Background: an optimization exercise with open tools, aiming at a short achievable clock period and few clock cycles per item. Do not read the settings as production practice.
Function was checked by simulation only, so behaviour that the tests miss may differ from the original.

## cedar
==> flow/design.v (excerpt) <==
module fp_arithmetic_sequence_generator (
    input wire clk,
    input wire rst_n,
    input wire activate,
    input wire [31:0] a1,
    input wire [31:0] d,
    input wire [31:0] n,
    input wire [31:0] saddr,
    output reg done,
    output reg [31:0] mem_addr,
    output reg [31:0] mem_wdata,
    output reg mem_write,
    input wire mem_ready
);
clock: 12.0 ns
lec_check: 0
abc_clock_period_in_ps: 2000
cap_margin: 20
core_margin: 2
core_utilization: 40
cts_cluster_diameter: 100
cts_cluster_size: 20
setup_slack_margin: 5
slew_margin: 20
standard.sh (not shown) runs the stock make flow with config.mk's settings and CLKGATE_MAP_FILE= SYNTH_SCRIPT=/design/flow/synth_recipe.tcl, a recipe that flattens the netlist after the stock synthesis.
==> flow/flow/run.sh <==
#!/bin/bash
# Standard ORFS layout, with timing repair aimed well below the clock period.
set -euo pipefail
bash standard.sh finish SETUP_SLACK_MARGIN=9 > standard_flow.log 2>&1
cedar finished all stages; however, its layout fails the closing checks, the failures being capacitance limit, slew limit.
Testbench counts of cedar, summed over its fixed seeds: cycles 11,560, items 10,866.
What maple does differently from cedar at the input level:
- CTS_CLUSTER_SIZE no longer set, was 20
- CTS_CLUSTER_DIAMETER no longer set, was 100
Notes after the runs:
- maple ran to completion and came out clean on the timing, DRC and antenna checks.
- [maple vs cedar] wire length: higher in maple
- Diff cedar -> maple: first-pass GRT wire length flat; total length of routed met3 wires up about 3.3%.


The RTL this note starts from:
==> flow/design.v <==
`timescale 1ns/1ps
module fp_arithmetic_sequence_generator (
    input wire clk,
    input wire rst_n,
    input wire activate,
    input wire [31:0] a1,
    input wire [31:0] d,
    input wire [31:0] n,
    input wire [31:0] saddr,
    output reg done,
    output reg [31:0] mem_addr,
    output reg [31:0] mem_wdata,
    output reg mem_write,
    input wire mem_ready
);
    reg        busy;      
    reg        pend;      
    reg        tv;        
    reg        pv;        
    reg        nrm;       
    reg [31:0] rem;       
    reg        sd;        
    reg [7:0]  ed;
    reg [23:0] md;
    reg [23:0] X, Y;      
    reg [47:0] W;         
    reg [7:0]  R;         
    reg [7:0]  dR;        
    reg        isB;       
    reg        isA;       
    reg        sX, sY;    
    reg        esub;      
    reg [23:0] rN;        
    reg [7:0]  eN;
    reg        sN;
    reg [31:0] H;         
    reg [31:0] T;         
    reg        tsync;     
    reg [31:0] A;         
    reg        wrn;       
    wire       wr = !wrn;
    wire        st = T[31];
    wire [7:0]  et = T[30:23];
    wire [23:0] mt = {1'b1, T[22:0]};
    wire [24:0] sum = {1'b0, X} + {1'b0, Y};
    wire [24:0] dxy = {1'b0, X} - {1'b0, Y};
    wire [23:0] dyx = Y - X;
    wire        bor = dxy[24];                        
    wire [23:0] rb  = bor ? dyx : dxy[23:0];          
    wire s24 = sum[24];
    wire d23 = dxy[23];
    wire d22 = dxy[22];
    wire kw  = esub & (isB | (!d23 & !d22));
    wire sgn = sX;
    wire dR0  = (dR == 8'd0);
    wire dR1  = (dR == 8'd1);
    wire wrap = esub ? (!d23 & (R == 8'h00)) : (s24 & (R == 8'hff));
    wire [7:0]  Rp1 = R + 8'd1;
    wire [7:0]  Rm1 = ~(~R + 8'd1);
    wire [7:0]  dRp = dR + 8'd1;
    wire [7:0]  dRm = ~(~dR + 8'd1);
    wire [47:0] W_p = isA ? {1'b0, W[47:1]} : {1'b0, md, 23'd0};
    wire [47:0] W_0 = isA ? W : {md, 24'd0};
    wire [47:0] W_m = isA ? {W[46:0], 1'b0} : {md, 24'd0};
    wire [22:0] fn  = esub ? (d23 ? dxy[22:0] : {dxy[21:0], 1'b0})
                           : (s24 ? sum[23:1] : sum[22:0]);
    wire [7:0]  en  = esub ? (d23 ? R : Rm1) : (s24 ? Rp1 : R);
    wire        nC  = esub & !d23 & dR0;              
    wire [23:0] Xn  = esub ? (d23 ? {1'b1, dxy[22:0]} : (dR0 ? md : {1'b1, dxy[21:0], 1'b0}))
                           : (s24 ? {1'b1, sum[23:1]} : {1'b1, sum[22:0]});
    wire [23:0] Yn  = esub ? (d23 ? W_0[47:24] : (dR0 ? {2'b01, dxy[21:0]} : W_m[47:24]))
                           : (s24 ? W_p[47:24] : W_0[47:24]);
    wire [47:0] Wn  = esub ? (d23 ? W_0 : W_m) : (s24 ? W_p : W_0);
    wire [7:0]  Rn  = esub ? (d23 ? R : (dR0 ? R : Rm1)) : (s24 ? Rp1 : R);
    wire [7:0]  dRn = esub ? (d23 ? dR : (dR0 ? 8'd0 : dRm)) : (s24 ? dRp : dR);
    wire        nA  = esub ? (d23 ? !dR0 : (!dR0 & !dR1)) : (s24 | !dR0);
    wire        nB  = esub ? (d23 ? dR0 : dR1) : (!s24 & dR0);
    wire [8:0]  pdiff = {1'b0, et} - {1'b0, ed};
    wire [8:0]  pndiff = {1'b0, ed} - {1'b0, et};
    wire        pC = pdiff[8];
    wire        pB = (pdiff == 9'd0);
    wire [7:0]  pnd = pndiff[7:0];                    
    wire [47:0] pW = ({md, 24'd0} >> pdiff[4:0]) & {48{pdiff[7:5] == 3'b000}};
    wire [23:0] pYC = (mt >> pnd[4:0]) & {24{pnd[7:5] == 3'b000}};
    reg [4:0] lz;
    integer i;
    always @* begin
        lz = 5'd0;
        for (i = 0; i < 24; i = i + 1)
            if (rN[i]) lz = 5'd23 - i[4:0];
    end
    wire [23:0] nsh = rN << lz;
    wire        nzero = (rN == 24'd0);
    wire [8:0]  eNlz  = {1'b0, eN} - {4'd0, lz};      
    wire outst    = wr | pend;
    wire pend_n   = outst & !mem_ready;
    wire rem_last = wr ? (rem == 32'd1) : (rem == 32'd0);
    wire tfree    = !tv | wr;
    wire fast     = !nrm & pv & tfree;
    wire fast_ok  = fast & !kw;
    wire tv_n     = nrm | fast_ok | (tv & !wr);
    wire wr_n     = busy ? (tv_n & !pend_n & !rem_last) : (activate & (n != 32'd0));
    always @(posedge clk or negedge rst_n) begin
        if (!rst_n) begin
            busy      <= 1'b0;
            pend      <= 1'b0;
            mem_write <= 1'b0;
            wrn       <= 1'b1;
            done      <= 1'b0;
            tv        <= 1'b0;
            pv        <= 1'b0;
            nrm       <= 1'b0;
            tsync     <= 1'b0;
        end else if (!busy) begin
            pend      <= 1'b0;
            mem_write <= wr_n;
            wrn       <= !wr_n;
            busy      <= activate & (n != 32'd0);
            done      <= activate & (n == 32'd0);
            tv        <= 1'b1;
            pv        <= 1'b0;
            nrm       <= 1'b0;
            tsync     <= 1'b1;
        end else begin
            pend      <= pend_n;
            mem_write <= wr_n;
            wrn       <= !wr_n;
            done      <= !pend_n & rem_last;
            busy      <= !(!pend_n & rem_last);
            tv        <= tv_n;
            nrm       <= fast & kw;
            pv        <= fast ? (!kw & !wrap) : (!nrm & tsync);
            tsync     <= !fast;
        end
    end
    wire        A_en = !busy | wr;
    wire [31:0] A_n  = !busy ? saddr : A + 32'd4;
    wire        T_en = !busy | nrm | fast;
    wire [31:0] T_nrm = nzero ? {sN, 31'd0} : {sN, eNlz[7:0], nsh[22:0]};
    wire [31:0] T_n  = !busy ? a1 : nrm ? T_nrm : {sgn, en, fn};
    always @(posedge clk) begin
        if (A_en) A <= A_n;
        if (T_en) H <= T_n;
        T <= !busy ? a1 : nrm ? T_nrm : H;
    end
    always @(posedge clk or negedge rst_n) begin
        if (!rst_n) begin
            mem_addr  <= 32'd0;
            mem_wdata <= 32'd0;
        end else begin
            if (A_en) mem_addr  <= A_n;
            if (T_en) mem_wdata <= T_n;
        end
    end
    always @(posedge clk) begin
        if (!busy)
            rem <= n;
        else if (wr)
            rem <= rem - 32'd1;
    end
    always @(posedge clk) begin
        sd <= d[31];
        ed <= d[30:23];
        md <= {1'b1, d[22:0]};
    end
    always @(posedge clk) begin
        rN <= isB ? rb : dxy[23:0];
        eN <= R;
        sN <= (isB & bor) ? sY : sX;
        if (fast) begin
            X    <= Xn;
            Y    <= Yn;
            W    <= Wn;
            R    <= Rn;
            dR   <= dRn;
            isB  <= nB;
            isA  <= nA;
            sX   <= nC ? sd : sgn;
            sY   <= nC ? sgn : sd;
            esub <= sgn ^ sd;
        end else begin
            X    <= pC ? md : mt;
            Y    <= pC ? pYC : pW[47:24];
            W    <= pW;
            R    <= pC ? ed : et;
            dR   <= pC ? 8'd0 : pdiff[7:0];
            isB  <= pB;
            isA  <= !pB & !pC;
            sX   <= pC ? sd : st;
            sY   <= pC ? st : sd;
            esub <= st ^ sd;
        end
    end
endmodule
clock: 12.0 ns
lec_check: 0
abc_clock_period_in_ps: 2000
cap_margin: 20
core_margin: 2
core_utilization: 40
setup_slack_margin: 5
slew_margin: 20
==> flow/flow/run.sh <==
#!/bin/bash
# Standard ORFS layout, with timing repair aimed well below the clock period.
set -euo pipefail
bash standard.sh finish SETUP_SLACK_MARGIN=11 > standard_flow.log 2>&1
Testbench counts at the start, summed over its fixed seeds: cycles 11,560, items 10,866.
==> next run, changes <==
==> flow/flow/run.sh (replaced) <==
#!/bin/bash
# Standard ORFS layout, with timing repair aimed well below the clock period.
set -euo pipefail
bash standard.sh finish SETUP_SLACK_MARGIN=9 > standard_flow.log 2>&1
- PLACE_DENSITY: not set -> 0.7
Effect: The changed run produced a clean layout. Cell area shrinks by roughly a tenth. Final cell count went down by a few percent. Worst hold slack gains 5.6 ps. Sequential cell count stays the same. Count of clock-buffer cells in the layout came out lower by 7. Wire length decreases by roughly a tenth. Global-route usage shrinks by 3.3 points. Via count falls by a few percent. Worst setup slack loses 50 ps. Die area is unchanged.
==> next run, changes <==
- CORE_UTILIZATION: 40 -> 45
- PLACE_DENSITY: 0.7 -> not set
Effect: The new run produced a clean layout; area after synthesis is unchanged; clock skew decreases by 6.2 ps; first-iteration DRC count decreases by 30%; wire length increases by 1.1%; utilization increases by 8.0 points; hold slack barely changes; via count decreases by 0.97%.
==> next run, changes <==
- CORE_UTILIZATION: 45 -> 40
- GPL_ROUTABILITY_DRIVEN: not set -> 0
The changed run completed without violations.
Sequential share of layout area falls by 0.14 points.
Routed wire length falls by 1.7%.
Die area rises by 12%.
Utilization falls by 7.4 points.
Cell area rises by 0.70%.


// fp_arithmetic_sequence_generator: RTL as listed in full above, without the edits since
export LEC_CHECK = 0
export ABC_CLOCK_PERIOD_IN_PS = 2000
export CAP_MARGIN = 20
export CORE_MARGIN = 2
export CORE_UTILIZATION = 40
export SETUP_SLACK_MARGIN = 5
export SLEW_MARGIN = 20
create_clock -name core_clock -period 12.0 [get_ports {clk}]
==> flow/flow/run.sh <==
#!/bin/bash
# Standard ORFS layout, with timing repair aimed well below the clock period.
set -euo pipefail
bash standard.sh finish SETUP_SLACK_MARGIN=9 > standard_flow.log 2>&1
Testbench counts at the start, summed over its fixed seeds: cycles 11,560, items 10,866.
Edit:
==> flow/flow/run.sh (replaced) <==
#!/bin/bash
# Standard ORFS layout, with timing repair aimed well below the clock period.
set -euo pipefail
bash standard.sh finish SETUP_SLACK_MARGIN=8 > standard_flow.log 2>&1
=>
- design area goes down by about a fifth
- final cell count went down by a little under a tenth
- routed wire length goes down by roughly a tenth
Edit:
==> flow/flow/run.sh (replaced) <==
#!/bin/bash
# Standard ORFS layout, with timing repair aimed well below the clock period.
set -euo pipefail
bash standard.sh finish SETUP_SLACK_MARGIN=9 > standard_flow.log 2>&1
CTS_CLUSTER_DIAMETER = 100   (was unset)
CTS_CLUSTER_SIZE = 20   (was unset)
- register-to-register slack improves by 380 ps
- routed wire length increases by about 14%
- cell count rises by about 7%


== v6 ==
Another version of the RTL of fp_arithmetic_sequence_generator (not shown whole).
Size in the first run: about 3100 cells after synthesis, ~350 flip-flops, roughly 0.025 mm² of cells after synthesis.
Settings: LEC_CHECK=0, ABC_CLOCK_PERIOD_IN_PS=2000, CAP_MARGIN=20, CORE_MARGIN=2, CORE_UTILIZATION=40, PLACE_DENSITY=0.55, SETUP_SLACK_MARGIN=5, SLEW_MARGIN=20; clock period 12.0 ns.
==> flow/flow/run.sh <==
#!/bin/bash
# Standard ORFS layout, with timing repair aimed well below the clock period.
set -euo pipefail
bash standard.sh finish SETUP_SLACK_MARGIN=9 > standard_flow.log 2>&1
v6 completed end to end with timing, DRC and antenna clean.
Testbench counts of v6, summed over its fixed seeds: cycles 11,560, items 10,866.
Relative to v6, the following input files were edited for v7:
-- flow/config.mk --
<<< v6, line 10
export CORE_MARGIN = 2
export CORE_UTILIZATION = 40
export PLACE_DENSITY = 0.55
export SETUP_SLACK_MARGIN = 5
export SLEW_MARGIN = 20
>>> v7, line 10
export CORE_MARGIN = 2
export CORE_UTILIZATION = 40
export SETUP_SLACK_MARGIN = 5
export SLEW_MARGIN = 20
Results
- Relative to v6, portion of the layout cell area used by clock cells has gone down in v7.
- In terms of insertion delay to the later sink of the worst-skew pair, v6 and v7 differ only marginally.
- The run showing the smaller design area is v7.
- Routed length on met3 delta for v7 relative to v6: 5.3% higher
- Looking at v7 and v6, the upper clock frequency limit is a wash.
- Wire length per cell after detailed routing, v7 and v6: larger value in v6


## lane 1
fp_arithmetic_sequence_generator again, from the RTL that the note above started with.
export LEC_CHECK = 0
export ABC_CLOCK_PERIOD_IN_PS = 2000
export CAP_MARGIN = 20
export CORE_MARGIN = 2
export CORE_UTILIZATION = 40
export SETUP_SLACK_MARGIN = 5
export SLEW_MARGIN = 20
create_clock -name core_clock -period 12.0 [get_ports {clk}]
==> flow/flow/run.sh <==
#!/bin/bash
# Standard ORFS layout, with timing repair aimed well below the clock period.
set -euo pipefail
bash standard.sh finish SETUP_SLACK_MARGIN=10 > standard_flow.log 2>&1
Testbench counts of lane 1, summed over its fixed seeds: cycles 11,560, items 10,866.
Here is what was changed in the inputs of lane 2 compared with lane 1.
# lane 1
export LEC_CHECK = 0
export ABC_CLOCK_PERIOD_IN_PS = 2000
export CAP_MARGIN = 20
export CORE_MARGIN = 2
export CORE_UTILIZATION = 40
export SETUP_SLACK_MARGIN = 5
export SLEW_MARGIN = 20
create_clock -name core_clock -period 12.0 [get_ports {clk}]
# lane 2
export LEC_CHECK = 0
export ABC_CLOCK_PERIOD_IN_PS = 2000
export CAP_MARGIN = 20
export CORE_MARGIN = 2
export CORE_UTILIZATION = 42
export SETUP_SLACK_MARGIN = 5
export SLEW_MARGIN = 20
create_clock -name core_clock -period 12.0 [get_ports {clk}]
==> flow/flow/run.sh <==
#!/bin/bash
# Standard ORFS layout, with timing repair aimed well below the clock period.
set -euo pipefail
bash standard.sh finish SETUP_SLACK_MARGIN=9 > standard_flow.log 2>&1
--- outcome ---
In lane 2, the worst endpoint required time came out 2850 ps above the value in lane 1.
[compare] base=lane 1 new=lane 2: count of clock-buffer cells in the layout decreased by 14 relative to the old numbers, worst path setup slack after routing now larger, final area decreased by about 6% relative to the old numbers.

==> port drivers added, routing unchanged <==
Ports are ideal in the flow. The routed layouts listed here were re-timed in OpenROAD. Step 1 sets driving cells, clkbuf_16 on the clock port and buf_2 on the other inputs (assumed; they add their load-dependent delay and slew). Step 2 times the ports against the registers' clock, not the clock port: input delays grow and output delays shrink by t, the midpoint of the rising clock arrivals with the driver on. a / b / c = no drivers / after step 1 / after step 2; a / b = the first two.
run	shift t [ns]	slack for setup (ns)	worst setup path after step 2	worst register clock-pin slew, ns	cell pins on the clock port's net
cedar	0.649	8.338 / 8.317 / 8.176	input to register	0.09 / 0.09	1
maple	0.661	8.356 / 8.290 / 8.136	input to register	0.07 / 0.07	1
the first run of note 2	0.687	8.352 / 8.286 / 8.345	input to register	0.07 / 0.07	1
the second run of note 2	0.674	8.302 / 8.302 / 8.100	input to register	0.08 / 0.08	1
the third run of note 2	0.677	8.361 / 8.303 / 8.155	input to register	0.08 / 0.08	1
the fourth run of note 2	0.662	8.397 / 8.352 / 8.094	input to register	0.07 / 0.07	1
the first run of note 3	0.682	8.401 / 8.330 / 8.159	input to register	0.07 / 0.07	1
the second run of note 3	0.665	8.005 / 7.942 / 7.663	input to register	0.07 / 0.07	1
the third run of note 3	0.663	8.394 / 8.329 / 8.169	input to register	0.09 / 0.09	1
v6	0.665	8.406 / 8.346 / 8.288	input to register	0.07 / 0.07	1
v7	0.653	8.414 / 8.351 / 8.251	input to register	0.07 / 0.07	1
lane 1	0.670	8.364 / 8.298 / 8.301	input to register	0.07 / 0.07	1
lane 2	0.665	8.370 / 8.330 / 8.292	input to register	0.07 / 0.07	1
The setup slack of the second run of note 3, which loses most, moves by -0.063 ns with the drivers and by -0.342 ns with both steps.
